This is an optimization exercise on Yosys and OpenROAD, whose aim is small area and a short achievable clock period, not a production implementation. RTL that was checked went through simulation tests only; none was proved equivalent to the original. The RTL of runs 3 to 7 was laid out without a check of its function. Power is estimated from default activity; no workload was simulated.

### flow/design.v
`timescale 1ns / 1ps
module rf_read_port
    #(parameter DATA_SIZE = 32)
    (
    input wire [8 * DATA_SIZE - 1:0] i_rf,
    input wire [7:0] i_sel,
    input wire i_fwd_res,
    input wire [DATA_SIZE - 1:0] i_wr_result,
    output reg [DATA_SIZE - 1:0] o_value
    );
    integer k;
    always @(*)
    begin
        o_value = {DATA_SIZE{i_fwd_res}} & i_wr_result;
        for (k = 0; k < 8; k = k + 1)
            o_value = o_value | ({DATA_SIZE{i_sel[k]}} & i_rf[k * DATA_SIZE +: DATA_SIZE]);
    end
endmodule
module late_operand
    #(parameter DATA_SIZE = 32)
    (
    input wire [DATA_SIZE - 1:0] i_value,
    input wire i_ld,
    input wire [DATA_SIZE - 1:0] i_data,
    output wire [DATA_SIZE - 1:0] o_value
    );
    assign o_value = i_value | ({DATA_SIZE{i_ld}} & i_data);
endmodule
module add_unit
    #(parameter DATA_SIZE = 32)
    (
    input wire [DATA_SIZE - 1:0] i_q,
    input wire [DATA_SIZE - 1:0] i_p,
    input wire i_sub,
    output wire [DATA_SIZE - 1:0] o_sum,
    output wire [DATA_SIZE - 1:0] o_and,
    output wire [DATA_SIZE - 1:0] o_xor,
    output wire [DATA_SIZE - 1:0] o_nor
    );
    wire [DATA_SIZE - 1:0] c;
    add_xor #(.DATA_SIZE(DATA_SIZE)) PROP (.i_q(i_q), .i_p(i_p), .i_sub(i_sub), .o_xor(o_xor));
    add_and #(.DATA_SIZE(DATA_SIZE)) GEN (.i_q(i_q), .i_p(i_p), .i_sub(i_sub), .o_and(o_and), .o_nor(o_nor));
    add_prefix #(.DATA_SIZE(DATA_SIZE)) CARRY (.i_g(o_and), .i_p(o_xor), .i_cin(i_sub), .o_c(c));
    add_sum #(.DATA_SIZE(DATA_SIZE)) SUM (.i_p(o_xor), .i_c(c), .o_sum(o_sum));
endmodule
module add_xor
    #(parameter DATA_SIZE = 32)
    (
    input wire [DATA_SIZE - 1:0] i_q,
    input wire [DATA_SIZE - 1:0] i_p,
    input wire i_sub,
    output wire [DATA_SIZE - 1:0] o_xor
    );
    assign o_xor = i_q ^ i_p ^ {DATA_SIZE{i_sub}};
endmodule
module add_and
    #(parameter DATA_SIZE = 32)
    (
    input wire [DATA_SIZE - 1:0] i_q,
    input wire [DATA_SIZE - 1:0] i_p,
    input wire i_sub,
    output wire [DATA_SIZE - 1:0] o_and,
    output wire [DATA_SIZE - 1:0] o_nor
    );
    wire [DATA_SIZE - 1:0] b = i_p ^ {DATA_SIZE{i_sub}};
    assign o_and = i_q & b;
    assign o_nor = ~(i_q | b);
endmodule
module add_prefix
    #(parameter DATA_SIZE = 32)
    (
    input wire [DATA_SIZE - 1:0] i_g,
    input wire [DATA_SIZE - 1:0] i_p,
    input wire i_cin,
    output wire [DATA_SIZE - 1:0] o_c
    );
    localparam H = DATA_SIZE / 2;
    wire [DATA_SIZE - 1:0] pg [0:5];
    wire [DATA_SIZE - 1:0] pp [0:5];
    assign pg[0] = {i_g[DATA_SIZE - 2:0], i_cin};
    assign pp[0] = {i_p[DATA_SIZE - 2:0], 1'b0};
    genvar l, j;
    generate
        for (l = 0; l < 5; l = l + 1) begin : pfx
            wire [H - 1:0] g_hi, p_hi, g_lo, p_lo, g_out, p_out;
            for (j = 0; j < DATA_SIZE; j = j + 1) begin : pos
                if ((j >> l) & 1) begin : comb
                    localparam integer K = ((j >> (l + 1)) << l) + (j & ((1 << l) - 1));
                    assign g_hi[K] = pg[l][j];
                    assign p_hi[K] = pp[l][j];
                    assign g_lo[K] = pg[l][((j >> l) << l) - 1];
                    assign p_lo[K] = pp[l][((j >> l) << l) - 1];
                    assign pg[l + 1][j] = g_out[K];
                    assign pp[l + 1][j] = p_out[K];
                end else begin : pass
                    assign pg[l + 1][j] = pg[l][j];
                    assign pp[l + 1][j] = pp[l][j];
                end
            end
            add_prefix_level #(.H(H), .WITH_P(l < 4)) LVL (
                .i_g_hi(g_hi), .i_p_hi(p_hi), .i_g_lo(g_lo), .i_p_lo(p_lo),
                .o_g(g_out), .o_p(p_out));
        end
    endgenerate
    assign o_c = pg[5];
endmodule
module add_prefix_level
    #(parameter H = 16, parameter WITH_P = 1)
    (
    input wire [H - 1:0] i_g_hi,
    input wire [H - 1:0] i_p_hi,
    input wire [H - 1:0] i_g_lo,
    input wire [H - 1:0] i_p_lo,
    output wire [H - 1:0] o_g,
    output wire [H - 1:0] o_p
    );
    assign o_g = i_g_hi | (i_p_hi & i_g_lo);
    assign o_p = WITH_P ? (i_p_hi & i_p_lo) : {H{1'b0}};
endmodule
module add_sum
    #(parameter DATA_SIZE = 32)
    (
    input wire [DATA_SIZE - 1:0] i_p,
    input wire [DATA_SIZE - 1:0] i_c,
    output wire [DATA_SIZE - 1:0] o_sum
    );
    assign o_sum = i_p ^ i_c;
endmodule
module shift_unit
    #(parameter DATA_SIZE = 32)
    (
    input wire [DATA_SIZE - 1:0] i_q,
    input wire [4:0] i_n,
    input wire i_left,
    input wire i_arith,
    output wire [DATA_SIZE - 1:0] o_value,
    output wire o_fill
    );
    function [DATA_SIZE - 1:0] rev;
        input [DATA_SIZE - 1:0] x;
        integer k;
        begin
            for (k = 0; k < DATA_SIZE; k = k + 1)
                rev[k] = x[DATA_SIZE - 1 - k];
        end
    endfunction
    assign o_fill = i_arith & i_q[DATA_SIZE - 1];
    wire [DATA_SIZE - 1:0] sh_in = i_left ? rev(i_q) : i_q;
    wire signed [DATA_SIZE:0] sh_ext = {o_fill, sh_in};
    wire signed [DATA_SIZE:0] sh_a = sh_ext >>> i_n;
    assign o_value = sh_a[DATA_SIZE - 1:0];
endmodule
`timescale 1ns / 1ps
module core_pipeline
    #(
      parameter ADDRESS_SIZE = 10,
      parameter DATA_SIZE = 32
     )
    (
    input wire i_clk,
    input wire i_rst_n,
    input wire i_sys_stop,
    input wire i_sys_start,
    input wire signed [DATA_SIZE - 1:0] i_data,
    input wire [15:0] i_instruction,
    output wire o_read,
    output wire o_write,
    output wire [ADDRESS_SIZE - 1:0] o_address,
    output wire signed [DATA_SIZE - 1:0] o_data,
    output wire [ADDRESS_SIZE - 1:0] o_program_counter
    );
    reg r_sys_halt;
    always @(posedge i_clk)
    begin
        if (i_sys_stop)
            r_sys_halt <= 1'b1;
        else if (i_sys_start)
            r_sys_halt <= 1'b0;
    end
    reg [ADDRESS_SIZE - 1:0] r_pc;      
    reg [15:0] r_ir_read;               
    reg [15:0] r_ir_exec;               
    reg        r_wr_we;                 
    reg        r_wr_load;               
    reg [2:0]  r_wr_dest;               
    reg [DATA_SIZE - 1:0] r_wr_result;  
    reg [DATA_SIZE - 1:0] r_rf [0:7];   
    wire [15:0] ir = r_ir_exec;
    wire g_alu  = ir[15:14] == 2'b11;
    wire g_brl  = ir[15:14] == 2'b01;
    wire g_mem  = ir[15:14] == 2'b00;
    wire g_ctrl = ir[15:14] == 2'b10;
    wire i_arith = g_alu & ~ir[13];
    wire i_logic = g_alu & ir[13] & ~ir[9];
    wire i_halt  = g_alu & ir[9];
    wire i_loadc = g_mem & (ir[13:12] == 2'b01);
    reg r_ex_store, r_ex_load;           
    wire i_store = r_ex_store;
    wire i_load  = r_ex_load;
    wire i_shl   = g_brl & ir[13];
    wire i_shr   = g_brl & ~ir[13];
    wire ex_we = (g_alu & ~ir[9]) | g_brl | i_loadc | i_load;
    wire [2:0] ex_dest = g_mem ? ir[10:8] : ir[8:6];
    wire [15:0] ir_rd = r_ir_read;
    wire [2:0] rd_idx_p = ir_rd[2:0];
    wire [2:0] rd_idx_q = (ir_rd[15:14] == 2'b11) ? ir_rd[5:3] :
                          (ir_rd[15:14] == 2'b00) ? ir_rd[10:8] : ir_rd[8:6];
    wire rd_fwd_p = ex_we & (ex_dest == rd_idx_p);
    wire rd_fwd_q = ex_we & (ex_dest == rd_idx_q);
    reg [7:0] r_sel_p, r_sel_q;
    reg r_fwd_p_res, r_fwd_p_ld, r_fwd_q_res, r_fwd_q_ld;
    integer s;
    always @(posedge i_clk)
    begin
        if (~r_sys_halt)
        begin
            for (s = 0; s < 8; s = s + 1)
            begin
                r_sel_p[s] <= ~rd_fwd_p & (rd_idx_p == s);
                r_sel_q[s] <= ~rd_fwd_q & (rd_idx_q == s);
            end
            r_fwd_p_res <= rd_fwd_p & ~i_load;
            r_fwd_p_ld <= rd_fwd_p & i_load;
            r_fwd_q_res <= rd_fwd_q & ~i_load;
            r_fwd_q_ld <= rd_fwd_q & i_load;
        end
    end
    wire [8 * DATA_SIZE - 1:0] rf_flat = {r_rf[7], r_rf[6], r_rf[5], r_rf[4],
                                          r_rf[3], r_rf[2], r_rf[1], r_rf[0]};
    wire [DATA_SIZE - 1:0] rf_p, rf_q, op_p, op_q;
    rf_read_port #(.DATA_SIZE(DATA_SIZE)) READ_P (
        .i_rf(rf_flat), .i_sel(r_sel_p), .i_fwd_res(r_fwd_p_res),
        .i_wr_result(r_wr_result), .o_value(rf_p));
    rf_read_port #(.DATA_SIZE(DATA_SIZE)) READ_Q (
        .i_rf(rf_flat), .i_sel(r_sel_q), .i_fwd_res(r_fwd_q_res),
        .i_wr_result(r_wr_result), .o_value(rf_q));
    late_operand #(.DATA_SIZE(DATA_SIZE)) OP_P (
        .i_value(rf_p), .i_ld(r_fwd_p_ld), .i_data(i_data), .o_value(op_p));
    late_operand #(.DATA_SIZE(DATA_SIZE)) OP_Q (
        .i_value(rf_q), .i_ld(r_fwd_q_ld), .i_data(i_data), .o_value(op_q));
    wire [DATA_SIZE - 1:0] w_wr_value = r_wr_load ? i_data : r_wr_result;
    wire sub = ~ir[13] & ir[12];
    wire [DATA_SIZE - 1:0] sum, g0, p0, n0;
    add_unit #(.DATA_SIZE(DATA_SIZE)) ADDER (
        .i_q(op_q), .i_p(op_p), .i_sub(sub),
        .o_sum(sum), .o_and(g0), .o_xor(p0), .o_nor(n0));
    wire lg_a = i_logic & (ir[11] ? ir[12] : ~ir[12]);                       
    wire lg_x = i_logic & (ir[12] ? ~(ir[11] | ir[10]) : (ir[11] | ir[10]));  
    wire lg_n = i_logic & ir[12];                                             
    function [DATA_SIZE - 1:0] rev;
        input [DATA_SIZE - 1:0] x;
        integer k;
        begin
            for (k = 0; k < DATA_SIZE; k = k + 1)
                rev[k] = x[DATA_SIZE - 1 - k];
        end
    endfunction
    wire [DATA_SIZE - 1:0] sh_r;
    wire sh_fill;
    shift_unit #(.DATA_SIZE(DATA_SIZE)) SHIFTER (
        .i_q(op_q), .i_n(g_brl ? ir[4:0] : 5'd0), .i_left(i_shl), .i_arith(ir[12]),
        .o_value(sh_r), .o_fill(sh_fill));
    wire s_add = i_arith;
    wire s_shr = (i_shr & ~ir[5]) | g_mem;
    wire s_shl = i_shl & ~ir[5];
    wire s_fill = i_shr & ir[5] & sh_fill;
    wire [DATA_SIZE - 1:0] s_shr_v = {{(DATA_SIZE - 8){s_shr}}, {8{s_shr & ~i_loadc}}};
    wire [DATA_SIZE - 1:0] result =
        ({DATA_SIZE{s_add}} & sum) |
        ({DATA_SIZE{lg_a}} & g0) | ({DATA_SIZE{lg_x}} & p0) | ({DATA_SIZE{lg_n}} & n0) |
        (s_shr_v & sh_r) | ({DATA_SIZE{s_shl}} & rev(sh_r)) |
        {{(DATA_SIZE - 8){s_fill}}, {8{s_fill}} | ({8{i_loadc}} & ir[7:0])};
    assign o_read = i_load;
    assign o_write = i_store;
    assign o_address = i_load ? op_p[ADDRESS_SIZE - 1:0] :
                       i_store ? op_q[ADDRESS_SIZE - 1:0] : {ADDRESS_SIZE{1'b0}};
    assign o_data = i_store ? op_p : {DATA_SIZE{1'b0}};
    reg cond;
    always @(*)
    begin
        case (ir[11:9])
            3'd0: cond = op_q[DATA_SIZE - 1];
            3'd1: cond = ~op_q[DATA_SIZE - 1];
            3'd2: cond = op_q == 0;
            3'd3: cond = op_q != 0;
            default: cond = 1'b0;
        endcase
    end
    wire take = g_ctrl & (~ir[12] | cond);
    wire [ADDRESS_SIZE - 1:0] target = ir[13] ? op_p[ADDRESS_SIZE - 1:0] :
        r_pc + {{(ADDRESS_SIZE - 6){ir[5]}}, ir[5:0]};
    always @(posedge i_clk, negedge i_rst_n)
    begin
        if (~i_rst_n)
            r_pc <= 0;
        else if (~r_sys_halt)
        begin
            if (take)
                r_pc <= target;
            else if (~i_halt)
                r_pc <= r_pc + 1'b1;
        end
    end
    assign o_program_counter = r_pc;
    always @(posedge i_clk, negedge i_rst_n)
    begin
        if (~i_rst_n)
        begin
            r_ir_read[15:11] <= 5'd0;
            r_ir_exec[15:11] <= 5'd0;
            r_ex_store <= 1'b0;
            r_ex_load <= 1'b0;
        end
        else if (~r_sys_halt)
        begin
            if (take)
            begin
                r_ir_read[15:11] <= 5'd0;
                r_ir_exec[15:11] <= 5'd0;
                r_ex_store <= 1'b0;
                r_ex_load <= 1'b0;
            end
            else
            begin
                r_ir_read[15:11] <= i_instruction[15:11];
                r_ir_exec[15:11] <= r_ir_read[15:11];
                r_ex_store <= (r_ir_read[15:12] == 4'b0010);
                r_ex_load <= (r_ir_read[15:12] == 4'b0011);
            end
        end
    end
    always @(posedge i_clk)
    begin
        if (~r_sys_halt)
        begin
            r_ir_read[10:0] <= i_instruction[10:0];
            r_ir_exec[10:0] <= r_ir_read[10:0];
        end
    end
    always @(posedge i_clk, negedge i_rst_n)
    begin
        if (~i_rst_n)
            r_wr_we <= 1'b0;
        else if (~r_sys_halt)
            r_wr_we <= ex_we;
    end
    always @(posedge i_clk)
    begin
        if (~r_sys_halt)
        begin
            r_wr_load <= i_load;
            r_wr_dest <= ex_dest;
            r_wr_result <= result;
        end
    end
    integer r;
    always @(posedge i_clk, negedge i_rst_n)
    begin
        if (~i_rst_n)
        begin
            for (r = 0; r < 8; r = r + 1)
                r_rf[r] <= 0;
        end
        else if (r_wr_we)
            r_rf[r_wr_dest] <= w_wr_value;
    end
endmodule
### flow/flow/run.sh
#!/bin/bash
# Layout flow: the standard flow (standard.sh, unchanged synthesis),
# with the port buffers made of buf_4 cells instead of the slow delay-cell
# buffers the resizer otherwise picks (and cannot resize away).
set -euo pipefail
echo 'export BUFFER_PORTS_ARGS = -buffer_cell sky130_fd_sc_hd__buf_4' >> config.mk
bash standard.sh > standard_flow.log 2>&1
### flow/config.mk
export PLATFORM = sky130hd
export DESIGN_NAME = core_pipeline
export DESIGN_NICKNAME = core_pipeline
export VERILOG_FILES = /design/flow/design.v
export SDC_FILE = /design/flow/constraint.sdc
export NUM_CORES = 4
export LEC_CHECK = 0
export CAP_MARGIN = 20
export CORE_MARGIN = 2
export CORE_UTILIZATION = 40
export PLACE_DENSITY = 0.45
export SETUP_SLACK_MARGIN = 3.5
export SLEW_MARGIN = 20
export SYNTH_HIERARCHICAL = 1
export BUFFER_PORTS_ARGS = -buffer_cell sky130_fd_sc_hd__buf_4
### flow/constraint.sdc
create_clock -name core_clock -period 7.0 [get_ports {i_clk}]
set_input_delay 1.4000 -clock core_clock [delete_from_list [all_inputs] [get_ports {i_clk}]]
set_output_delay 1.4000 -clock core_clock [all_outputs]
set_load 0.01 [all_outputs]
### flow/standard.sh
#!/bin/bash
# synth_recipe.tcl (not shown) runs the flow's synth.tcl, then flattens the netlist and writes it again
# the make line also repeats each setting of config.mk as NAME=value (left out here)
make -C /OpenROAD-flow-scripts/flow DESIGN_CONFIG=/design/flow/config.mk WORK_HOME=/design/flow/orfs CLKGATE_MAP_FILE= SYNTH_SCRIPT=/design/flow/synth_recipe.tcl "${@:-finish}"
==> impl_metrics.yaml, run 1 <==
run_status:
  outcome: "finished clean"
sta:
  worst_pin_slew_ns: 1.17
  fin_ws_ns: 2.86
  rsz0062_at_grt: "true"
  period_share_pct: 59.1
  fin_skew_ns: 0.0661
  setup_viol_count_final: 0
  setup_tns_ns: 0
  hold_violations: 0
  fmax_ghz: 0.242
  slew_headroom_pct: 21.3
  slew_violations: 0
  layout_min_cycle_time_ns: 4.14
clock_tree:
  clk_latency_ns: 0.63
  h-tree-depth: 2
  cts_tree: "built"
  clock_path_buffers: 3
  clkTransAtPathRegs_ns: 0.06
  cts_made_buffers: 46
  cts-root-buf: "clkbuf_16"
  numClockSinks: 358
route:
  avgViaCountPerCell: 6.48
  ant_nets: 0
  drcViolationCount: 0
  wl_per_cell_um: 30.6
  dr.first_iter.drc_count: 2839
  first_pass_iters: 11
  drt_wl_total_um: 106000
  dr_total_vias: 22600
worst_setup_path:
  critPathBufInv: 5
  worst-path-max-fanout: 7
  crit_start: "r_sel_q[4]"
  critPathArrivalTime_ns: 4.43
  critPathTopFamily: "multiplexers"
  crit_slowest_cell: "mux4_2"
  r2r_setup_slack_ns: 2.86
  critPathLaunchType: "register"
  r2r_start: "r_sel_q[4]"
  worstSetupEndpoint: "r_wr_result[1]"
  critPathKind: "register to register"
  slowest_delay_ns: 0.50
  cp.depth: 14
  r2r-end: "r_wr_result[1]"
  r2r_cells: 14
  critPathRequiredTime_ns: 7.29
  endpoint_kind: "register"
  cp_cell_sequence: "buf_6 > buf_8 > buf_8 > a222oi_1 > nand3_1 > a21o_4 > buf_12 > mux4_2 > mux2_4 > mux4_2 > a211o_4 > buf_4 > nand2_2 > nand4_1"
global_routing:
  grt_max_degree: 157
  grt_pass1_wl_um: 151000
  track_usage_pct: 32.5
  grt-ovfl-total: 0
  antenna_found_initial: 0
  grt_pass1_vias: 21300
finish:
  fillers: 5601
  syn_to_final_growth_pct: 25.6
  utilization_pct: 50.8
  finalNonFillerCells: 3479
  design_area_um2: 30600
  drive_gt1_share_pct: 28.7
  nets: 2722
power:
  switching_power_uw: 5110
  power_frac_comb_pct: 47.9
  internal-power_uw: 7090
  pwr-share-clk_pct: 20.0
  swShare_pct: 41.9
  p_leak_uw: 0.0125
  power.density_nw_per_um2: 398
  p_seq_share_pct: 32.1
  ir_drop_uv: 220
floorplan:
  dieArea_um2: 63000
  start_util_pct: 40.4
  fp.dieW_um: 251
  coreArea_um2: 60400
  num_rows: 90
  die_h_um: 251
  boundaryPins: 106
yosys:
  syn_area_um2: 24400
  postSynthAreaPerCell_um2: 9.74
  syn_inst: 2505
  syn_nets: 2568
  ys_warn_count: 11
place:
  preCtsSetupSlack_ns: 2.37
  gp_congestion: 0.917
  dp_hpwl_um: 66500
  dp_cells: 3242
  io_buffers: 105
  placed_area_um2: 25700
job:
  maxCapViolations: 0
min_path:
  whs_path_depth: 0
  hp-class: "register to register"
## metrics by stage
step / power (uW) / hold slack, ns
2_1_floorplan: 7210 / 0.418
3_3_place_gp: 8680 / 0.450
3_5_place_dp: 8740 / 0.445
4_1_cts: 11700 / 0.451
5_1_grt: 12800 / 0.463
6_report: 12200 / 0.452
## power by group through the flow
stage          logic (uW)  registers (uW)  clock network, uW
2_1_floorplan        3590            3620                  0
6_report             5840            3910               2440
3_3_place_gp         4780            3900                  0
3_5_place_dp         4830            3910                  0
5_1_grt              6280            4020               2550
4_1_cts              5370            3870               2470
## worst min-delay path by stage
stage	start	to	slack, ns
6_report	r_ir_read[10]	r_ir_exec[10]	0.45
5_1_grt	r_ir_read[10]	r_ir_exec[10]	0.46
2_1_floorplan	r_ir_read[10]	r_ir_exec[10]	0.42
3_5_place_dp	r_ir_read[10]	r_ir_exec[10]	0.45
3_3_place_gp	r_ir_read[10]	r_ir_exec[10]	0.45
4_1_cts	r_ir_read[10]	r_ir_exec[10]	0.45
## state kept, by name, summed over array words and instances (netlist names), 3 cells and up
name	flops
r_sel_q	8
r_rf	256
r_pc	10
r_ir_read	16
r_wr_dest	3
r_sel_p	8
r_ir_exec	16
r_wr_result	32
## cell type report
cell class / count / area, um^2 / area share [%]
Multi-Input combinational cell: 1937 / 15600 / 50.8
Sequential cell: 358 / 9340 / 30.5
Timing Repair Buffer: 297 / 3150 / 10.3
Clock buffer: 72 / 1370 / 4.47
Tap cell: 782 / 978 / 3.19
Clock inverter: 13 / 168 / 0.547
Inverter: 19 / 80.1 / 0.261
Antenna cell: 1 / 2.50 / 0.00817
## layer usage
metal  global-route usage (%)  share of wire, %  up-vias
met5                        0                 0        -
met4                     10.5               3.6        0
met1                     45.1                43    11400
li1                         -                 -     9879
met3                     4.96               6.9      223
met2                     52.1                46     1038
## placed cells by master, fill, tap and decap left out, drive strengths merged, types with 6 or more instances in the layout
master	count
a21o	154
a21oi	142
a221oi	98
a222oi	96
a22o	64
a22oi	69
a31oi	8
and2	124
buf	290
clkbuf	77
clkinv	11
dfrtp	279
edfxtp	78
ha	10
inv	18
mux2	27
mux2i	90
mux4	39
nand2	264
nand2b	10
nand3	109
nand4	10
nor2	214
nor3	13
nor4	11
o211ai	10
o21ai	165
o221ai	6
xnor2	6
xor2	74
xor3	32
## what timing repair did
action / 4_1_cts / 5_1_grt
cloned: 10 / 10
setup endpoints to repair: 96 / 96
pin swaps: 78 / 119
setup buffers: 77 / 54
hold buffers: 0 / 0
gates resized for setup: 290 / 162
==> inputs of run 2 (changes only) <==
--- a/flow/config.mk
+++ b/flow/config.mk
@@ -11,3 +11,3 @@
 export PLACE_DENSITY = 0.45
-export SETUP_SLACK_MARGIN = 3.5
+export SETUP_SLACK_MARGIN = 3.0
 export SLEW_MARGIN = 20
==> impl_metrics.yaml, run 2 <==
min_path:
  whs_path_depth: 0
  hp-class: "register to register"
clock_tree:
  h-tree-depth: 2
  clkTransAtPathRegs_ns: 0.06
  cts_tree: "built"
  clock_path_buffers: 3
  cts_made_buffers: 45
  clk_latency_ns: 0.61
  cts-root-buf: "clkbuf_16"
  cts_hold_buf: 0
  numClockSinks: 358
worst_setup_path:
  worstSetupEndpoint: "r_wr_result[30]"
  r2r_cells: 11
  critPathKind: "register to register"
  critPathArrivalTime_ns: 4.36
  r2r-end: "r_wr_result[30]"
  crit_slowest_cell: "mux4_2"
  slowest_delay_ns: 0.51
  r2r_setup_slack_ns: 2.95
  endpoint_kind: "register"
  critPathRequiredTime_ns: 7.31
  critPathLaunchType: "register"
  worst-path-max-fanout: 10
  crit_start: "r_sel_q[4]"
  r2r_start: "r_sel_q[4]"
  cp_cell_sequence: "buf_12 > buf_6 > a222oi_1 > nand3_1 > a21o_4 > mux4_2 > mux2_4 > mux4_2 > a211o_1 > a222oi_1 > nand3_1"
route:
  drcViolationCount: 0
  wl_per_cell_um: 30.7
  dr_total_vias: 22500
  drt_wl_total_um: 106000
  dr.first_iter.drc_count: 2833
  ant_nets: 0
  first_pass_iters: 10
  avgViaCountPerCell: 6.51
power:
  p_total_uw: 11800
  power.density_nw_per_um2: 403
  p_leak_uw: 0.0120
  ir_drop_uv: 186
sta:
  setup_viol_count_final: 0
  hold_violations: 0
  slew_violations: 0
  fmax_ghz: 0.247
  setup_tns_ns: 0
  layout_min_cycle_time_ns: 4.05
  slew_headroom_pct: 24.8
  worst_pin_slew_ns: 1.13
  period_share_pct: 57.9
  whs_ns: 0.465
  rsz0062_at_grt: "true"
  fin_skew_ns: 0.0362
floorplan:
  coreArea_um2: 60400
  dieArea_um2: 63000
  start_util_pct: 40.4
  die_h_um: 251
  num_rows: 90
  boundaryPins: 106
  fp.dieW_um: 251
yosys:
  ys_warn_count: 11
  postSynthAreaPerCell_um2: 9.74
  syn_inst: 2505
  syn_area_um2: 24400
  syn_nets: 2568
place:
  gp_congestion: 0.916
  dp_hpwl_um: 66300
  io_buffers: 105
  dp_cells: 3244
global_routing:
  grt-ovfl-total: 0
  antenna_found_initial: 2
  grt_max_degree: 179
  grt_pass1_vias: 21200
  track_usage_pct: 32.2
  grt_pass1_wl_um: 150000
job:
  maxCapViolations: 0
finish:
  mostFrequentLayoutCell: "dfrtp_1"
  diodes: 0
  mostFrequentLayoutCells: "dfrtp_1, nand2_1, buf_4, nor2_1, o21ai_0"
  top_register: "r_rf"
  drive_gt1_share_pct: 24.0
  syn_to_final_growth_pct: 19.7
  finalNonFillerCells: 3450
  largest_reg_flops: 256
  top_regs: "r_rf x256, r_wr_result x32"
  nets: 2695
run_status:
  outcome: "finished clean"
run 2: power breakdown:
part	leakage, uW	internal (uW)	switching (uW)
sequential	0.00392	3020	885
clock	0.000731	1350	1010
combinational	0.00734	2450	3050
run 2: layer usage:
metal	track usage, %	vias to the layer above	wire length, um
met5	0	-	11
met4	11.2	2	3340
met3	4.70	196	7760
met2	51.6	1113	49500
met1	44.6	11300	45400
li1	-	9832	-
run 2: worst min path at each step:
stage	slack, ns	end	start
6_report	0.46	r_ir_exec[9]	r_ir_read[9]
5_1_grt	0.49	r_ir_exec[10]	r_ir_read[10]
4_1_cts	0.46	r_ir_exec[9]	r_ir_read[9]
3_5_place_dp	0.44	r_ir_exec[10]	r_ir_read[10]
3_3_place_gp	0.44	r_ir_exec[9]	r_ir_read[9]
2_1_floorplan	0.42	r_ir_exec[10]	r_ir_read[10]
run 2: timing repair:
action,CTS,global route
endpoints found under the setup margin,96,66
pin swaps,32,70
setup buffers,54,55
gates resized for setup,118,152
endpoints found under the hold margin,0,0
gates cloned,5,8
run 2: layout make-up:
class,count,area (um^2)
Timing Repair Buffer,268,2480
Inverter,19,76.3
Multi-Input combinational cell,1940,14800
Tap cell,782,978
Clock inverter,16,131
Clock buffer,67,1350
Sequential cell,358,9350
Fill cell,5695,31100
run 2: worst max-delay path, delay by kind of cell (launching register included):
kind | cells | cell delay [ns]
buffers and inverters | 2 | 0.33
DFF | 1 | 0.42
muxes | 3 | 1.27
AOI/OAI and AO/OA | 4 | 1.35
and+or+nand+nor | 2 | 0.35
run 2: through the flow:
stage	area, um^2	util, %	worst slack (ns)
floorplan	24400	-	3.01
global placement	25600	42.4	2.30
detailed placement	25600	42.4	2.24
CTS	28100	46.5	2.96
global route	29200	48.4	2.91
finish	29200	48.4	2.95
==> inputs of run 3 (changes only) <==
--- a/flow/design.v
+++ b/flow/design.v
@@ -8,2 +8,4 @@
     input wire [DATA_SIZE - 1:0] i_wr_result,
+    input wire i_fwd_ld,
+    input wire [DATA_SIZE - 1:0] i_data,
     output reg [DATA_SIZE - 1:0] o_value
@@ -13,3 +15,3 @@
     begin
-        o_value = {DATA_SIZE{i_fwd_res}} & i_wr_result;
+        o_value = ({DATA_SIZE{i_fwd_res}} & i_wr_result) | ({DATA_SIZE{i_fwd_ld}} & i_data);
         for (k = 0; k < 8; k = k + 1)
@@ -18,12 +20,2 @@
 endmodule
-module late_operand
-    #(parameter DATA_SIZE = 32)
-    (
-    input wire [DATA_SIZE - 1:0] i_value,
-    input wire i_ld,
-    input wire [DATA_SIZE - 1:0] i_data,
-    output wire [DATA_SIZE - 1:0] o_value
-    );
-    assign o_value = i_value | ({DATA_SIZE{i_ld}} & i_data);
-endmodule
 module add_unit
@@ -229,13 +221,9 @@
                                           r_rf[3], r_rf[2], r_rf[1], r_rf[0]};
-    wire [DATA_SIZE - 1:0] rf_p, rf_q, op_p, op_q;
+    wire [DATA_SIZE - 1:0] op_p, op_q;
     rf_read_port #(.DATA_SIZE(DATA_SIZE)) READ_P (
-        .i_rf(rf_flat), .i_sel(r_sel_p), .i_fwd_res(r_fwd_p_res),
-        .i_wr_result(r_wr_result), .o_value(rf_p));
+        .i_rf(rf_flat), .i_sel(r_sel_p), .i_fwd_res(r_fwd_p_res), .i_wr_result(r_wr_result),
+        .i_fwd_ld(r_fwd_p_ld), .i_data(i_data), .o_value(op_p));
     rf_read_port #(.DATA_SIZE(DATA_SIZE)) READ_Q (
-        .i_rf(rf_flat), .i_sel(r_sel_q), .i_fwd_res(r_fwd_q_res),
-        .i_wr_result(r_wr_result), .o_value(rf_q));
-    late_operand #(.DATA_SIZE(DATA_SIZE)) OP_P (
-        .i_value(rf_p), .i_ld(r_fwd_p_ld), .i_data(i_data), .o_value(op_p));
-    late_operand #(.DATA_SIZE(DATA_SIZE)) OP_Q (
-        .i_value(rf_q), .i_ld(r_fwd_q_ld), .i_data(i_data), .o_value(op_q));
+        .i_rf(rf_flat), .i_sel(r_sel_q), .i_fwd_res(r_fwd_q_res), .i_wr_result(r_wr_result),
+        .i_fwd_ld(r_fwd_q_ld), .i_data(i_data), .o_value(op_q));
     wire [DATA_SIZE - 1:0] w_wr_value = r_wr_load ? i_data : r_wr_result;
==> impl_metrics.yaml, run 3 <==
sta:
  slew_violations: 0
  period_share_pct: 57.6
  fmax_ghz: 0.248
  rsz0062_at_grt: "true"
  setup_tns_ns: 0
  layout_min_cycle_time_ns: 4.03
  fin_skew_ns: 0.0301
  setup_viol_count_final: 0
  hold_violations: 0
  slew_headroom_pct: 18.4
  fin_ws_ns: 2.97
  worst_pin_slew_ns: 1.22
yosys:
  syn_nets: 2568
  ys_warn_count: 11
  syn_area_um2: 24300
  postSynthAreaPerCell_um2: 9.71
  syn_inst: 2505
route:
  ant_nets: 0
  drt_wl_total_um: 109000
  wl_per_cell_um: 31.1
  drcViolationCount: 0
  dr.first_iter.drc_count: 2518
  first_pass_iters: 7
  avgViaCountPerCell: 6.50
  dr_total_vias: 22700
clock_tree:
  cts-root-buf: "clkbuf_16"
  cts_hold_buf: 0
  h-tree-depth: 2
  clock_path_buffers: 3
  cts_made_buffers: 45
  cts_tree: "built"
  numClockSinks: 358
  clk_latency_ns: 0.60
  clkTransAtPathRegs_ns: 0.06
place:
  io_buffers: 105
  gp_congestion: 0.950
  dp_hpwl_um: 65000
  dp_cells: 3251
  preCtsSetupSlack_ns: 1.53
floorplan:
  dieArea_um2: 62800
  fp.dieW_um: 251
  num_rows: 90
  start_util_pct: 40.4
  coreArea_um2: 60200
  die_h_um: 251
  boundaryPins: 106
finish:
  mostFrequentLayoutCell: "dfrtp_1"
  nets: 2744
  top_register: "r_rf"
  mostFrequentLayoutCells: "dfrtp_1, buf_4, nand2_1, nor2_1, a22oi_1"
  syn_to_final_growth_pct: 19.6
  finalNonFillerCells: 3498
  largest_reg_flops: 256
  drive_gt1_share_pct: 21.8
  top_regs: "r_rf x256, r_wr_result x32"
global_routing:
  grt_pass1_wl_um: 155000
  grt_pass1_vias: 22100
  track_usage_pct: 33.7
  grt_max_degree: 122
  grt-ovfl-total: 0
  antenna_found_initial: 4
power:
  p_total_uw: 11800
  p_leak_uw: 0.0120
  ir_drop_uv: 217
  power.density_nw_per_um2: 405
worst_setup_path:
  critPathArrivalTime_ns: 4.34
  endpoint_kind: "register"
  critPathKind: "primary input to register"
  worst-path-max-fanout: 8
  critPathRequiredTime_ns: 7.31
  critPathLaunchType: "primary input"
job:
  maxCapViolations: 0
min_path:
  hp-class: "register to register"
run_status:
  outcome: "finished clean"
-- run 3: layer usage --
| metal | up-vias | track usage, % | part of all wire [%] |
|---|---|---|---|
| li1 | 9921 | - | - |
| met1 | 11400 | 44.7 | 41 |
| met2 | 1181 | 54.2 | 46 |
| met3 | 257 | 5.84 | 7.9 |
| met4 | 2 | 15.1 | 4.6 |
| met5 | - | 0 | 0.0073 |
-- run 3: path summary, 6_finish.rpt --
| kind | slack [ns] | startpoint | cells after the start | end |
|---|---|---|---|---|
| min in group asynchronous | 0.81 | i_rst_n | 1 | r_rf[3][20] |
| min reg2reg | 0.48 | r_ir_read[10] | 0 | r_ir_exec[10] |
| min | 0.48 | r_ir_read[10] | 0 | r_ir_exec[10] |
| max reg2reg | 2.98 | r_sel_q[6] | 14 | r_wr_result[28] |
| max | 2.97 | i_data[0] | 13 | r_wr_result[28] |
| max in group asynchronous | 4.62 | i_rst_n | 2 | r_ir_exec[14] |
-- run 3: critical path, cell delays in order --
cell and delay [ns]:
buf_4 0.12, a22oi_2 0.17, nand4_1 0.15, buf_6 0.17, xor3_4 0.46, a21o_1 0.22, a21o_1 0.22, a21o_4 0.25
a21o_4 0.27, a21o_1 0.17, xor2_1 0.20, a221oi_2 0.34, nand3_1 0.19
-- run 3: final cells by class --
type                            instances  area (um^2)
Sequential cell                       358         9350
Timing Repair Buffer                  322         2940
Fill cell                            5676        31200
Clock inverter                         18          215
Clock buffer                           62         1260
Multi-Input combinational cell       1935        14300
Antenna cell                            2         5.00
Tap cell                              782          978
Inverter                               19         77.6
-- run 3: what timing repair did --
item | CTS | global route
buffers inserted | 132 | 24
setup endpoints to repair | 95 | 38
gates resized for setup | 49 | 74
pin swaps | 64 | 32
cloned | 4 | 4
-- run 3: report_power, final --
| group | internal, uW | total, uW | switching (uW) |
|---|---|---|---|
| registers | 3020 | 3860 | 840 |
| logic | 2470 | 5560 | 3080 |
| clock network | 1380 | 2370 | 989 |
| total | 6870 | 11800 | 4910 |
-- run 3: stage by stage --
step	cell area, um^2	util (%)	hold WS [ns]
2_1_floorplan	24300	-	0.418
3_3_place_gp	25600	42.5	0.439
3_5_place_dp	25600	42.6	0.469
4_1_cts	28500	47.2	0.486
5_1_grt	29100	48.3	0.501
6_report	29100	48.3	0.483
==> inputs of run 4 (changes only) <==
--- a/flow/design.v
+++ b/flow/design.v
@@ -6,6 +6,4 @@
     input wire [7:0] i_sel,
-    input wire i_fwd_res,
-    input wire [DATA_SIZE - 1:0] i_wr_result,
-    input wire i_fwd_ld,
-    input wire [DATA_SIZE - 1:0] i_data,
+    input wire i_fwd,
+    input wire [DATA_SIZE - 1:0] i_wr_value,
     output reg [DATA_SIZE - 1:0] o_value
@@ -15,3 +13,3 @@
     begin
-        o_value = ({DATA_SIZE{i_fwd_res}} & i_wr_result) | ({DATA_SIZE{i_fwd_ld}} & i_data);
+        o_value = {DATA_SIZE{i_fwd}} & i_wr_value;
         for (k = 0; k < 8; k = k + 1)
@@ -32,4 +30,6 @@
     wire [DATA_SIZE - 1:0] c;
-    add_xor #(.DATA_SIZE(DATA_SIZE)) PROP (.i_q(i_q), .i_p(i_p), .i_sub(i_sub), .o_xor(o_xor));
-    add_and #(.DATA_SIZE(DATA_SIZE)) GEN (.i_q(i_q), .i_p(i_p), .i_sub(i_sub), .o_and(o_and), .o_nor(o_nor));
+    wire [DATA_SIZE - 1:0] b;
+    add_xor #(.DATA_SIZE(DATA_SIZE)) INV (.i_q(i_p), .i_p({DATA_SIZE{i_sub}}), .o_xor(b));
+    add_xor #(.DATA_SIZE(DATA_SIZE)) PROP (.i_q(i_q), .i_p(b), .o_xor(o_xor));
+    add_and #(.DATA_SIZE(DATA_SIZE)) GEN (.i_q(i_q), .i_b(b), .o_and(o_and), .o_nor(o_nor));
     add_prefix #(.DATA_SIZE(DATA_SIZE)) CARRY (.i_g(o_and), .i_p(o_xor), .i_cin(i_sub), .o_c(c));
@@ -42,6 +42,5 @@
     input wire [DATA_SIZE - 1:0] i_p,
-    input wire i_sub,
     output wire [DATA_SIZE - 1:0] o_xor
     );
-    assign o_xor = i_q ^ i_p ^ {DATA_SIZE{i_sub}};
+    assign o_xor = i_q ^ i_p;
 endmodule
@@ -51,4 +50,3 @@
     input wire [DATA_SIZE - 1:0] i_q,
-    input wire [DATA_SIZE - 1:0] i_p,
-    input wire i_sub,
+    input wire [DATA_SIZE - 1:0] i_b,
     output wire [DATA_SIZE - 1:0] o_and,
@@ -56,5 +54,4 @@
     );
-    wire [DATA_SIZE - 1:0] b = i_p ^ {DATA_SIZE{i_sub}};
-    assign o_and = i_q & b;
-    assign o_nor = ~(i_q | b);
+    assign o_and = i_q & i_b;
+    assign o_nor = ~(i_q | i_b);
 endmodule
@@ -202,3 +199,3 @@
     reg [7:0] r_sel_p, r_sel_q;
-    reg r_fwd_p_res, r_fwd_p_ld, r_fwd_q_res, r_fwd_q_ld;
+    reg r_fwd_p, r_fwd_q;
     integer s;
@@ -213,6 +210,4 @@
             end
-            r_fwd_p_res <= rd_fwd_p & ~i_load;
-            r_fwd_p_ld <= rd_fwd_p & i_load;
-            r_fwd_q_res <= rd_fwd_q & ~i_load;
-            r_fwd_q_ld <= rd_fwd_q & i_load;
+            r_fwd_p <= rd_fwd_p;
+            r_fwd_q <= rd_fwd_q;
         end
@@ -222,9 +217,7 @@
     wire [DATA_SIZE - 1:0] op_p, op_q;
+    wire [DATA_SIZE - 1:0] w_wr_value = r_wr_load ? i_data : r_wr_result;
     rf_read_port #(.DATA_SIZE(DATA_SIZE)) READ_P (
-        .i_rf(rf_flat), .i_sel(r_sel_p), .i_fwd_res(r_fwd_p_res), .i_wr_result(r_wr_result),
-        .i_fwd_ld(r_fwd_p_ld), .i_data(i_data), .o_value(op_p));
+        .i_rf(rf_flat), .i_sel(r_sel_p), .i_fwd(r_fwd_p), .i_wr_value(w_wr_value), .o_value(op_p));
     rf_read_port #(.DATA_SIZE(DATA_SIZE)) READ_Q (
-        .i_rf(rf_flat), .i_sel(r_sel_q), .i_fwd_res(r_fwd_q_res), .i_wr_result(r_wr_result),
-        .i_fwd_ld(r_fwd_q_ld), .i_data(i_data), .o_value(op_q));
-    wire [DATA_SIZE - 1:0] w_wr_value = r_wr_load ? i_data : r_wr_result;
+        .i_rf(rf_flat), .i_sel(r_sel_q), .i_fwd(r_fwd_q), .i_wr_value(w_wr_value), .o_value(op_q));
     wire sub = ~ir[13] & ir[12];
==> impl_metrics.yaml, run 4 <==
route:
  wl_per_cell_um: 30.9
  dr_total_vias: 22600
  drt_wl_total_um: 107000
  avgViaCountPerCell: 6.50
  dr.first_iter.drc_count: 3033
  ant_nets: 0
  drcViolationCount: 0
  first_pass_iters: 6
global_routing:
  grt_max_degree: 140
  grt_pass1_wl_um: 155000
  grt-ovfl-total: 0
  antenna_found_initial: 7
  grt_pass1_vias: 21600
  track_usage_pct: 35.3
worst_setup_path:
  cp.depth: 11
  critPathArrivalTime_ns: 2.92
  crit_path_frequent_cell: "buf_6"
  slowest_delay_ns: 0.25
  cp_cell_sequence: "buf_6 > mux2i_4 > inv_2 > a22o_1 > a221oi_2 > nand3_4 > buf_6 > buf_6 > nand2_4 > o21ai_2 > buf_4"
  critPathKind: "primary input to output pin"
  critPathBufInv: 5
  critPathRequiredTime_ns: 5.60
  endpoint_kind: "output pin"
  critPathLaunchType: "primary input"
  crit_slowest_cell: "a221oi_2"
  worst-path-max-fanout: 3
  critPathTopFamily: "buffers and inverters"
  r2r_cells: 13
power:
  p_leak_uw: 0.0120
  power.density_nw_per_um2: 428
  ir_drop_uv: 254
floorplan:
  num_rows: 88
  boundaryPins: 106
  die_h_um: 245
  dieArea_um2: 60300
  fp.dieW_um: 245
  coreArea_um2: 57700
  start_util_pct: 40.4
sta:
  worst_pin_slew_ns: 1.29
  rsz0062_at_grt: "true"
  slew_violations: 0
  fin_skew_ns: 0.0254
  slew_headroom_pct: 14.2
  period_share_pct: 61.7
  whs_ns: 0.453
  hold_violations: 0
  setup_viol_count_final: 0
  fmax_ghz: 0.232
  layout_min_cycle_time_ns: 4.32
  setup_tns_ns: 0
clock_tree:
  clkTransAtPathRegs_ns: 0.06
  cts_made_buffers: 44
  clock_path_buffers: 3
  clk_latency_ns: 0.59
  cts_tree: "built"
  h-tree-depth: 2
  cts-root-buf: "clkbuf_16"
  numClockSinks: 356
finish:
  nets: 2739
  mostFrequentLayoutCell: "dfrtp_1"
  top_register: "r_rf"
  syn_to_final_growth_pct: 32.4
  fillers: 5278
  drive_gt1_share_pct: 33.3
  diodes: 0
  top_regs: "r_rf x256, r_wr_result x32"
  finalNonFillerCells: 3475
  seqCellArea_um2: 9280
  mostFrequentLayoutCells: "dfrtp_1, nand2_1, buf_4, nor2_1, o21ai_0"
  multi_input_area_um2: 15600
  largest_reg_flops: 256
  utilization_pct: 53.5
min_path:
  whs_path_depth: 0
  hp-class: "register to register"
place:
  dp_hpwl_um: 64300
  dp_cells: 3198
  io_buffers: 105
  gp_congestion: 0.920
run_status:
  outcome: "finished clean"
yosys:
  syn_area_um2: 23300
  syn_inst: 2463
  postSynthAreaPerCell_um2: 9.47
  ys_warn_count: 11
  syn_nets: 2526
job:
  maxCapViolations: 0
## run 4: cell types whose count changed in the layout (fill, tap and decap cells not counted), sizes merged, moves of 30 or more
cell,before,now
xor2,74,104
nand4,74,4
nand3,45,109
buf,317,350
a22oi,197,67
xor3,32,0
a222oi,32,96
## run 4: final timing paths
check                        startpoint         endpoint  slack [ns]
setup / recovery              i_data[1]     o_address[1]        2.68
hold / removal             r_ir_read[4]     r_ir_exec[4]        0.45
setup reg to reg              r_wr_load  r_wr_result[30]        2.76
hold reg to reg            r_ir_read[4]     r_ir_exec[4]        0.45
max in group asynchronous       i_rst_n       r_rf[6][3]        4.84
min in group asynchronous       i_rst_n      r_rf[2][19]        0.82
## run 4: worst register-to-register path, stage by stage (launching register included)
cell and delay (ns):
edfxtp_1 0.37, buf_4 0.17, buf_12 0.17, mux2i_4 0.30, inv_2 0.06, a22o_1 0.26, a221oi_4 0.27, nand3_4 0.24
mux4_2 0.57, mux2_4 0.32, mux4_2 0.53, a211o_4 0.40, a221oi_2 0.22, nand3_1 0.10
## run 4: final cells by class
cell class / instances / area share, %
Timing Repair Buffer: 352 / 11.1
Multi-Input combinational cell: 1871 / 50.5
Inverter: 51 / 0.636
Sequential cell: 356 / 30.1
Clock buffer: 70 / 4.32
Clock inverter: 10 / 0.304
Tap cell: 765 / 3.10
## run 4: layer usage
metal  GRT usage (%)  up-vias  wire length (um)  part of all wire [%]
li1                -     9747                 -                     -
met1            48.7    11300             44900                    42
met2            53.6     1211             47200                    44
met3            6.47      299              9250                   8.6
met4            17.2        4              5960                   5.5
met5               0        -                25                 0.023
## run 4: what timing repair did
item / in CTS / in global routing
endpoints found under the setup margin: 96 / 96
buffers inserted: 143 / 46
hold buffers: 0 / 0
gates cloned: 7 / 1
pin swaps: 142 / 93
resized for setup: 370 / 134
## run 4: stage by stage
step                      cell area (um^2)  setup slack, ns  total power [uW]
after global routing                 30900             2.61             13900
after global placement               25300             1.53              9110
after detailed placement             25300             1.55              9180
final                                30900             2.68             13200
after CTS                            29800             2.71             12700
after floorplan                      23900             2.49              7450
## run 4: power breakdown
| part | leakage [uW] | switching (uW) | internal, uW |
|---|---|---|---|
| sequential | 0.00391 | 865 | 3020 |
| combinational | 0.00743 | 3960 | 3060 |
| clock | 0.000693 | 949 | 1340 |
==> inputs of run 5 (changes only) <==
--- a/flow/config.mk
+++ b/flow/config.mk
@@ -9,4 +9,4 @@
 export CORE_MARGIN = 2
-export CORE_UTILIZATION = 40
-export PLACE_DENSITY = 0.45
+export CORE_UTILIZATION = 55
+export PLACE_DENSITY = 0.65
 export SETUP_SLACK_MARGIN = 3.0
==> impl_metrics.yaml, run 5 <==
sta:
  worst_pin_slew_ns: 1.21
  rsz0062_at_grt: "true"
  layout_min_cycle_time_ns: 4.37
  fmax_ghz: 0.229
  slew_violations: 0
  fin_skew_ns: 0.0303
  slew_headroom_pct: 18.7
  period_share_pct: 62.4
  setup_tns_ns: 0
  setup_viol_count_final: 0
  fin_ws_ns: 2.63
  hold_violations: 0
route:
  ant_nets: 0
  drcViolationCount: 0
  dr.first_iter.drc_count: 3775
  wl_per_cell_um: 29.1
  dr_total_vias: 23000
  avgViaCountPerCell: 7.14
  drt_wl_total_um: 94000
  first_pass_iters: 10
clock_tree:
  clk_latency_ns: 0.59
  clkTransAtPathRegs_ns: 0.06
  h-tree-depth: 2
  numClockSinks: 356
  cts-root-buf: "clkbuf_16"
  cts_made_buffers: 41
  cts_tree: "built"
  cts_hold_buf: 0
  clock_path_buffers: 3
min_path:
  worstHoldStart: "r_ir_read[9]"
  hp-class: "register to register"
worst_setup_path:
  crit_start: "i_data[2]"
  crit_path_frequent_cell: "buf_6"
  critPathRequiredTime_ns: 5.60
  critPathLaunchType: "primary input"
  slowest_delay_ns: 0.23
  endpoint_kind: "output pin"
  worst-path-max-fanout: 3
  cp_cell_sequence: "buf_6 > mux2i_4 > inv_2 > a22o_1 > a221oi_2 > nand3_2 > buf_6 > nand2_1 > o21ai_1 > buf_4"
  r2r_start: "r_wr_load"
  crit_slowest_cell: "a22o_1"
  critPathKind: "primary input to output pin"
  critPathTopFamily: "compound AO/OA/AOI/OAI gates"
  critPathBufInv: 4
  critPathArrivalTime_ns: 2.97
floorplan:
  coreArea_um2: 41900
  num_rows: 75
  dieArea_um2: 44100
  boundaryPins: 106
  die_h_um: 210
  fp.dieW_um: 210
  start_util_pct: 55.7
finish:
  top_regs: "r_rf x256, r_wr_result x32"
  largest_reg_flops: 256
  mostFrequentLayoutCells: "dfrtp_1, buf_4, nand2_1, nor2_1, o21ai_0"
  syn_to_final_growth_pct: 28.0
  mostFrequentLayoutCell: "dfrtp_1"
  top_register: "r_rf"
  nets: 2721
  diodes: 0
  drive_gt1_share_pct: 32.0
job:
  maxCapViolations: 0
global_routing:
  grt-ovfl-total: 0
  track_usage_pct: 41.9
  grt_pass1_vias: 22100
  grt_pass1_wl_um: 139000
  grt_max_degree: 133
  antenna_found_initial: 1
place:
  io_buffers: 105
  dp_hpwl_um: 54300
  preCtsSetupSlack_ns: 1.65
  gp_congestion: 1.01
power:
  ir_drop_uv: 259
  power.density_nw_per_um2: 425
  p_leak_uw: 0.0118
yosys:
  syn_inst: 2463
  postSynthAreaPerCell_um2: 9.47
  ys_warn_count: 11
  syn_area_um2: 23300
  syn_nets: 2526
run_status:
  outcome: "finished clean"
## run 5: through the flow
stage               util, %  instances  cell area, um^2  power, uW  hold slack, ns
floorplan                 -       2463            23900       7450           0.418
global placement       59.8       2966            25000       8820           0.440
detailed placement     59.8       2966            25000       8970           0.438
CTS                    68.7       3178            28800      12000           0.452
global route           71.3       3226            29900      13300           0.472
finish                 71.3       3226            29900      12700           0.450
## run 5: final timing paths
kind,slack (ns),cells after the start,end
worst max-delay path,2.63,10,o_address[2]
worst min-delay path,0.45,0,r_ir_exec[9]
worst max register to register,2.70,14,r_wr_result[30]
worst min register to register,0.45,0,r_ir_exec[9]
max in group asynchronous,4.82,2,r_rf[0][26]
min in group asynchronous,0.79,1,r_rf[0][16]
## run 5: timing repair
action                                  CTS  global route
buffers inserted                        131            45
cloned                                    9             3
endpoints found under the setup margin   96            96
gates resized for setup                 283           158
pin swaps                               118            72
## run 5: metal layers
| layer | track usage, % | vias up | part of all wire [%] |
|---|---|---|---|
| li1 | - | 9709 | - |
| met1 | 52.8 | 11200 | 37 |
| met2 | 65.3 | 1675 | 45 |
| met3 | 11.3 | 434 | 12 |
| met4 | 24.4 | 2 | 6.9 |
| met5 | 0 | - | 0.014 |
## run 5: layout make-up
class                      instances  area (um^2)
tap                              539          674
clock inverter                    10         61.3
fill                            3109        12000
multi-input combinational       1873        15300
inverter                          51          193
timing repair buffer             335         3090
sequential                       356         9280
clock buffer                      62         1220
## run 5: power by group
| part | leakage [uW] | total (uW) | internal, uW | switching, uW |
|---|---|---|---|---|
| clock network | 0.000632 | 2100 | 1200 | 904 |
| registers | 0.00391 | 3890 | 3020 | 862 |
| logic | 0.00726 | 6690 | 2900 | 3790 |
| total | 0.0118 | 12700 | 7120 | 5560 |
==> inputs of run 6 (changes only) <==
--- a/flow/design.v
+++ b/flow/design.v
@@ -6,4 +6,6 @@
     input wire [7:0] i_sel,
-    input wire i_fwd,
-    input wire [DATA_SIZE - 1:0] i_wr_value,
+    input wire i_fwd_res,
+    input wire [DATA_SIZE - 1:0] i_wr_result,
+    input wire i_fwd_ld,
+    input wire [DATA_SIZE - 1:0] i_data,
     output reg [DATA_SIZE - 1:0] o_value
@@ -13,3 +15,3 @@
     begin
-        o_value = {DATA_SIZE{i_fwd}} & i_wr_value;
+        o_value = ({DATA_SIZE{i_fwd_res}} & i_wr_result) | ({DATA_SIZE{i_fwd_ld}} & i_data);
         for (k = 0; k < 8; k = k + 1)
@@ -137,5 +139,15 @@
     wire [DATA_SIZE - 1:0] sh_in = i_left ? rev(i_q) : i_q;
-    wire signed [DATA_SIZE:0] sh_ext = {o_fill, sh_in};
-    wire signed [DATA_SIZE:0] sh_a = sh_ext >>> i_n;
-    assign o_value = sh_a[DATA_SIZE - 1:0];
+    wire [3:0] a = 4'b0001 << i_n[1:0];
+    wire [3:0] b = 4'b0001 << i_n[3:2];
+    wire [DATA_SIZE + 2:0] x0 = {{3{o_fill}}, sh_in};
+    wire [DATA_SIZE - 1:0] x1, x2;
+    wire [DATA_SIZE + 11:0] x1e = {{12{o_fill}}, x1};
+    genvar i;
+    generate
+        for (i = 0; i < DATA_SIZE; i = i + 1) begin : bitx
+            assign x1[i] = (a[0] & x0[i]) | (a[1] & x0[i + 1]) | (a[2] & x0[i + 2]) | (a[3] & x0[i + 3]);
+            assign x2[i] = (b[0] & x1e[i]) | (b[1] & x1e[i + 4]) | (b[2] & x1e[i + 8]) | (b[3] & x1e[i + 12]);
+        end
+    endgenerate
+    assign o_value = i_n[4] ? {{16{o_fill}}, x2[DATA_SIZE - 1:16]} : x2;
 endmodule
@@ -199,3 +211,3 @@
     reg [7:0] r_sel_p, r_sel_q;
-    reg r_fwd_p, r_fwd_q;
+    reg r_fwd_p_res, r_fwd_p_ld, r_fwd_q_res, r_fwd_q_ld;
     integer s;
@@ -210,4 +222,6 @@
             end
-            r_fwd_p <= rd_fwd_p;
-            r_fwd_q <= rd_fwd_q;
+            r_fwd_p_res <= rd_fwd_p & ~i_load;
+            r_fwd_p_ld <= rd_fwd_p & i_load;
+            r_fwd_q_res <= rd_fwd_q & ~i_load;
+            r_fwd_q_ld <= rd_fwd_q & i_load;
         end
@@ -217,7 +231,9 @@
     wire [DATA_SIZE - 1:0] op_p, op_q;
-    wire [DATA_SIZE - 1:0] w_wr_value = r_wr_load ? i_data : r_wr_result;
     rf_read_port #(.DATA_SIZE(DATA_SIZE)) READ_P (
-        .i_rf(rf_flat), .i_sel(r_sel_p), .i_fwd(r_fwd_p), .i_wr_value(w_wr_value), .o_value(op_p));
+        .i_rf(rf_flat), .i_sel(r_sel_p), .i_fwd_res(r_fwd_p_res), .i_wr_result(r_wr_result),
+        .i_fwd_ld(r_fwd_p_ld), .i_data(i_data), .o_value(op_p));
     rf_read_port #(.DATA_SIZE(DATA_SIZE)) READ_Q (
-        .i_rf(rf_flat), .i_sel(r_sel_q), .i_fwd(r_fwd_q), .i_wr_value(w_wr_value), .o_value(op_q));
+        .i_rf(rf_flat), .i_sel(r_sel_q), .i_fwd_res(r_fwd_q_res), .i_wr_result(r_wr_result),
+        .i_fwd_ld(r_fwd_q_ld), .i_data(i_data), .o_value(op_q));
+    wire [DATA_SIZE - 1:0] w_wr_value = r_wr_load ? i_data : r_wr_result;
     wire sub = ~ir[13] & ir[12];
--- a/flow/config.mk
+++ b/flow/config.mk
@@ -9,4 +9,4 @@
 export CORE_MARGIN = 2
-export CORE_UTILIZATION = 55
-export PLACE_DENSITY = 0.65
+export CORE_UTILIZATION = 40
+export PLACE_DENSITY = 0.45
 export SETUP_SLACK_MARGIN = 3.0
==> impl_metrics.yaml, run 6 <==
route:
  top_layer: "met5"
  wl_met2_um: 47400
  ant_nets: 0
  wl_met1_um: 44200
  met3WireLength_um: 8550
  wl_per_cell_um: 30.6
  drt_wl_total_um: 105000
  avgViaCountPerCell: 6.47
  first_pass_iters: 10
  dr.first_iter.drc_count: 2308
  drcViolationCount: 0
  dr_total_vias: 22300
sta:
  slew_headroom_pct: 27.3
  rsz0062_at_grt: "true"
  worst_pin_slew_ns: 1.08
  setup_tns_ns: 0
  fin_ws_ns: 2.96
  fmax_ghz: 0.247
  setup_viol_count_final: 0
  period_share_pct: 57.7
  fin_skew_ns: 0.0249
  layout_min_cycle_time_ns: 4.04
  slew_violations: 0
  hold_violations: 0
clock_tree:
  clkTransAtPathRegs_ns: 0.06
  numClockSinks: 358
  cts_tree: "built"
  clock_path_buffers: 3
  cts_made_buffers: 45
  clk_latency_ns: 0.60
  cts-root-buf: "clkbuf_16"
  h-tree-depth: 2
finish:
  mostFrequentLayoutCells: "dfrtp_1, nand2_1, buf_4, nor2_1, a22oi_1"
  finalNonFillerCells: 3441
  top_register: "r_rf"
  syn_to_final_growth_pct: 20.1
  drive_gt1_share_pct: 21.7
  top_regs: "r_rf x256, r_wr_result x32"
  nets: 2700
  seqCellArea_um2: 9350
  multi_input_area_um2: 13700
  fillers: 5533
  mostFrequentLayoutCell: "dfrtp_1"
  largest_reg_flops: 256
power:
  p_leak_uw: 0.0112
  power.density_nw_per_um2: 409
  ir_drop_uv: 224
  p_total_uw: 11500
yosys:
  syn_inst: 2470
  ys_warn_count: 11
  syn_area_um2: 23400
  syn_nets: 2533
  postSynthAreaPerCell_um2: 9.48
worst_setup_path:
  r2r_setup_slack_ns: 3.01
  crit_slowest_cell: "buf_6"
  slowest_delay_ns: 0.49
  cp_cell_sequence: "buf_6 > a221oi_2 > nand4_1 > buf_4 > nand2_1 > o21ai_0 > buf_4"
  critPathLaunchType: "register"
  endpoint_kind: "output pin"
  critPathArrivalTime_ns: 2.64
  critPathKind: "register to output pin"
  critPathRequiredTime_ns: 5.60
  worst-path-max-fanout: 32
  crit_path_frequent_cell: "buf_4"
global_routing:
  grt-ovfl-total: 0
  grt_max_degree: 152
  grt_pass1_wl_um: 150000
  grt_pass1_vias: 21600
  antenna_found_initial: 4
  track_usage_pct: 34.0
run_status:
  outcome: "finished clean"
place:
  gp_congestion: 0.988
  dp_cells: 3210
  dp_hpwl_um: 63600
  preCtsSetupSlack_ns: 1.83
  io_buffers: 105
floorplan:
  coreArea_um2: 57800
  start_util_pct: 40.5
  num_rows: 88
  dieArea_um2: 60500
  fp.dieW_um: 246
  die_h_um: 246
  boundaryPins: 106
min_path:
  hp-class: "register to register"
job:
  maxCapViolations: 0
-- run 6: changes by cell type in the layout (fill, tap and decap cells not counted), sizes merged, moves of 10 or more --
cell    delta
inv       -34
nand4     +70
a22oi    +137
clkbuf    +10
a222oi    -64
buf       -39
nand3     -68
nand2     +14
-- run 6: critical path, delay by kind of cell (launching register included) --
| family | cells | cell delay, ns |
|---|---|---|
| buffers and inverters | 3 | 0.92 |
| AOI/OAI and AO/OA | 2 | 0.52 |
| and+or+nand+nor | 2 | 0.21 |
| DFF | 1 | 0.34 |
-- run 6: area by class of cell --
cell class                 instances  share of cell area [%]
antenna                            2                  0.0178
clock buffer                      70                    4.85
clock inverter                    14                   0.392
inverter                          16                   0.236
multi-input combinational       1918                    48.6
sequential                       358                    33.3
tap                              765                    3.41
timing repair buffer             298                    9.26
-- run 6: path summary, 6_finish.rpt --
kind | start | to | cells after the start
worst min-delay path | r_ir_read[9] | r_ir_exec[9] | 0
worst max register to register | r_sel_p[2] | r_wr_result[17] | 16
worst min register to register | r_ir_read[9] | r_ir_exec[9] | 0
max in group asynchronous | i_rst_n | r_pc[9] | 2
min in group asynchronous | i_rst_n | r_rf[1][20] | 1
worst max-delay path | r_fwd_q_res | o_address[9] | 7
-- run 6: power by group --
| part | internal, uW | leakage (uW) | switching (uW) | total, uW |
|---|---|---|---|---|
| Clock | 1350 | 0.000726 | 985 | 2330 |
| Sequential | 3020 | 0.00393 | 828 | 3850 |
| Combinational | 2230 | 0.00657 | 3070 | 5310 |
| Total | 6600 | 0.0112 | 4880 | 11500 |
-- run 6: what timing repair did --
action                     in CTS  in global routing
gates cloned                    3                  6
hold buffers                    0                  0
pin swaps                      43                 39
resized for setup              45                 75
setup buffers                  85                 51
setup endpoints to repair      96                 56
-- run 6: layer usage --
layer	global-route usage, %	vias to the layer above
li1	-	9709
met1	46.2	11200
met2	52.8	1162
met3	5.76	236
met4	15.7	4
met5	0	-
-- run 6: metrics by stage --
| step | area (um^2) | utilization, % | hold WS (ns) |
|---|---|---|---|
| final | 28100 | 48.6 | 0.451 |
| after global routing | 28100 | 48.6 | 0.466 |
| after CTS | 27200 | 47.0 | 0.453 |
| after detailed placement | 24800 | 42.8 | 0.439 |
| after global placement | 24800 | 42.8 | 0.440 |
| after floorplan | 23400 | - | 0.418 |
==> inputs of run 7 (changes only) <==
--- a/flow/config.mk
+++ b/flow/config.mk
@@ -9,4 +9,4 @@
 export CORE_MARGIN = 2
-export CORE_UTILIZATION = 40
-export PLACE_DENSITY = 0.45
+export CORE_UTILIZATION = 55
+export PLACE_DENSITY = 0.65
 export SETUP_SLACK_MARGIN = 3.0
==> impl_metrics.yaml, run 7 <==
global_routing:
  grt_pass1_vias: 21500
  top_usage_layer: "met2"
  antenna_found_initial: 3
  grt-ovfl-total: 0
  use_met3_pct: 10.6
  grt_pass1_wl_um: 139000
  grt_max_degree: 147
  track_usage_pct: 42.5
  met2_usage_pct: 63.3
  grtUsageMet1_pct: 55.3
finish:
  drive_gt1_share_pct: 20.1
  syn_to_final_growth_pct: 16.6
  multi_input_area_um2: 13600
  mostFrequentLayoutCell: "dfrtp_1"
  top_register: "r_rf"
  top_regs: "r_rf x256, r_wr_result x32"
  utilization_pct: 65.1
  mostFrequentLayoutCells: "dfrtp_1, nand2_1, buf_4, nor2_1, a22oi_1"
  seqCellArea_um2: 9340
  nets: 2656
  largest_reg_flops: 256
  fillers: 3472
clock_tree:
  cts_tree: "built"
  cts_hold_buf: 0
  h-tree-depth: 2
  clkTransAtPathRegs_ns: 0.06
  clock_path_buffers: 3
  clk_latency_ns: 0.59
  numClockSinks: 358
  cts-root-buf: "clkbuf_16"
  cts_made_buffers: 41
floorplan:
  start_util_pct: 55.8
  coreArea_um2: 41900
  fp.dieW_um: 210
  boundaryPins: 106
  die_h_um: 210
  dieArea_um2: 44200
  num_rows: 75
worst_setup_path:
  slowest_delay_ns: 0.34
  r2r_start: "r_sel_p[2]"
  critPathBufInv: 2
  critPathRequiredTime_ns: 7.32
  crit_slowest_cell: "a221oi_1"
  r2r_setup_slack_ns: 2.95
  critPathArrivalTime_ns: 4.42
  critPathTopFamily: "compound AO/OA/AOI/OAI gates"
  cp_cell_sequence: "buf_4 > a221oi_2 > nand4_1 > buf_4 > xor2_2 > xor2_2 > and2_1 > and2_2 > a21o_4 > a21o_4 > a21o_1 > xor2_1 > a221oi_1 > nand3_1"
  critPathLaunchType: "primary input"
  r2r_cells: 16
  endpoint_kind: "register"
  worst-path-max-fanout: 8
  r2r-end: "r_wr_result[23]"
  critPathKind: "primary input to register"
yosys:
  syn_inst: 2470
  syn_area_um2: 23400
  ys_warn_count: 11
  postSynthAreaPerCell_um2: 9.48
  syn_nets: 2533
place:
  io_buffers: 105
  gp_congestion: 1.08
  dp_hpwl_um: 57000
route:
  drt_wl_total_um: 96400
  dr.first_iter.drc_count: 3214
  dr_total_vias: 22600
  ant_nets: 0
  wl_per_cell_um: 30.5
  avgViaCountPerCell: 7.14
  first_pass_iters: 7
  drcViolationCount: 0
power:
  ir_drop_uv: 278
  p_leak_uw: 0.0110
  power.density_nw_per_um2: 418
sta:
  slew_violations: 0
  period_share_pct: 58.7
  setup_tns_ns: 0
  setup_viol_count_final: 0
  fmax_ghz: 0.244
  fin_skew_ns: 0.0185
  hold_violations: 0
  rsz0062_at_grt: "true"
  worst_pin_slew_ns: 1.23
  slew_headroom_pct: 17.6
  layout_min_cycle_time_ns: 4.11
min_path:
  worstHoldStart: "r_ir_read[9]"
  whs_path_depth: 0
  hp-class: "register to register"
  min_to: "r_ir_exec[9]"
job:
  maxCapViolations: 0
run_status:
  outcome: "finished clean"
-- run 7: cell count changes in the layout (fill, tap and decap cells not counted), moves of 3 or more --
cell / previous run / this run
buf_12: 19 / 11
a221oi_2: 62 / 69
clkbuf_1: 14 / 4
clkbuf_16: 50 / 45
dfrtp_2: 4 / 0
o21ai_1: 4 / 7
o21ai_0: 173 / 170
a221oi_4: 0 / 3
buf_4: 257 / 229
xor2_2: 33 / 16
dfrtp_1: 275 / 279
xor2_1: 71 / 90
bufinv_16: 0 / 4
a221oi_1: 37 / 27
-- run 7: worst max path at each step --
stage          startpoint               to  slack (ns)  cells after the start
6_report        i_data[5]  r_wr_result[23]        2.89                     14
5_1_grt        r_sel_p[2]  r_wr_result[23]        2.91                     15
4_1_cts        r_sel_p[3]     o_address[9]        2.95                      8
2_1_floorplan   i_data[2]  r_wr_result[25]        2.98                     12
3_3_place_gp    i_data[0]  r_wr_result[24]        1.92                     13
3_5_place_dp    i_data[0]  r_wr_result[24]        1.99                     13
-- run 7: where the power goes --
group | total, uW | internal (uW) | switching, uW
logic | 5210 | 2180 | 3040
registers | 3850 | 3020 | 831
clock network | 2340 | 1390 | 946
-- run 7: what timing repair did --
action | 4_1_cts | 5_1_grt
endpoints found under the setup margin | 95 | 74
gates resized for setup | 11 | 83
buffers inserted | 77 | 34
pin swaps | 42 | 37
cloned | 3 | 4
-- run 7: final cells by class --
type / instances / share of cell area (%)
clock buffers: 57 / 4.54
flip-flops and latches: 358 / 34.2
multi-input cells: 1917 / 49.7
inverters: 16 / 0.225
clock inverters: 17 / 0.789
well taps: 539 / 2.47
repair buffers: 259 / 8.00
diodes: 3 / 0.0275
-- run 7: per-stage QoR --
step | hold slack (ns) | power, uW | cell area (um^2) | setup WS, ns | cells
3_5_place_dp | 0.454 | 8390 | 24400 | 1.99 | 2971
4_1_cts | 0.468 | 10900 | 26600 | 2.95 | 3125
2_1_floorplan | 0.418 | 6980 | 23400 | 2.98 | 2470
3_3_place_gp | 0.460 | 8270 | 24400 | 1.92 | 2971
6_report | 0.470 | 11400 | 27300 | 2.89 | 3166
5_1_grt | 0.471 | 11900 | 27300 | 2.91 | 3166
-- run 7: per-layer routing --
layer	vias up	part of all wire, %
met5	-	0
li1	9620	-
met1	10900	38
met3	427	12
met2	1677	43
met4	0	7.5

-- port drivers added, routing unchanged --
How much do the figures lean on ideal ports? The routed layouts below were timed once more, with nothing changed but the port constraints.
Step 1 (the two cells are an assumption about what drives the block):
set clk [get_ports {i_clk}]
set_driving_cell -lib_cell sky130_fd_sc_hd__clkbuf_16 $clk
set_driving_cell -lib_cell sky130_fd_sc_hd__buf_2 [delete_from_list [all_inputs] $clk]
Step 2 moves the port delays by t, midway between the first and last clock arrival at a register: inputs arrive t later, outputs are due t later. That takes back most of the time a late clock gives input paths.
Three values: ideal ports, drivers, drivers and shift; two values: the first two.
run	t, ns	slack for setup (ns)	hold slack, ns	slew at the worst register clock pin (ns)
run 1	0.651	2.865 / 2.844 / 2.660	0.452 / 0.452 / 0.452	0.06 / 0.06
run 2	0.655	2.949 / 2.926 / 2.657	0.465 / 0.465 / 0.465	0.06 / 0.06
run 3	0.651	2.966 / 2.969 / 2.333	0.483 / 0.483 / 0.483	0.07 / 0.07
run 4	0.647	2.680 / 2.637 / 2.056	0.453 / 0.453 / 0.453	0.06 / 0.06
run 5	0.636	2.631 / 2.587 / 2.079	0.450 / 0.450 / 0.450	0.07 / 0.07
run 6	0.654	2.959 / 2.893 / 2.323	0.451 / 0.451 / 0.451	0.06 / 0.06
run 7	0.647	2.894 / 2.926 / 2.289	0.470 / 0.470 / 0.470	0.07 / 0.07
After both steps every run listed still meets setup and hold. For run 6, which loses most, drivers alone change the setup slack by -0.066 ns; drivers and shift together by -0.636 ns.
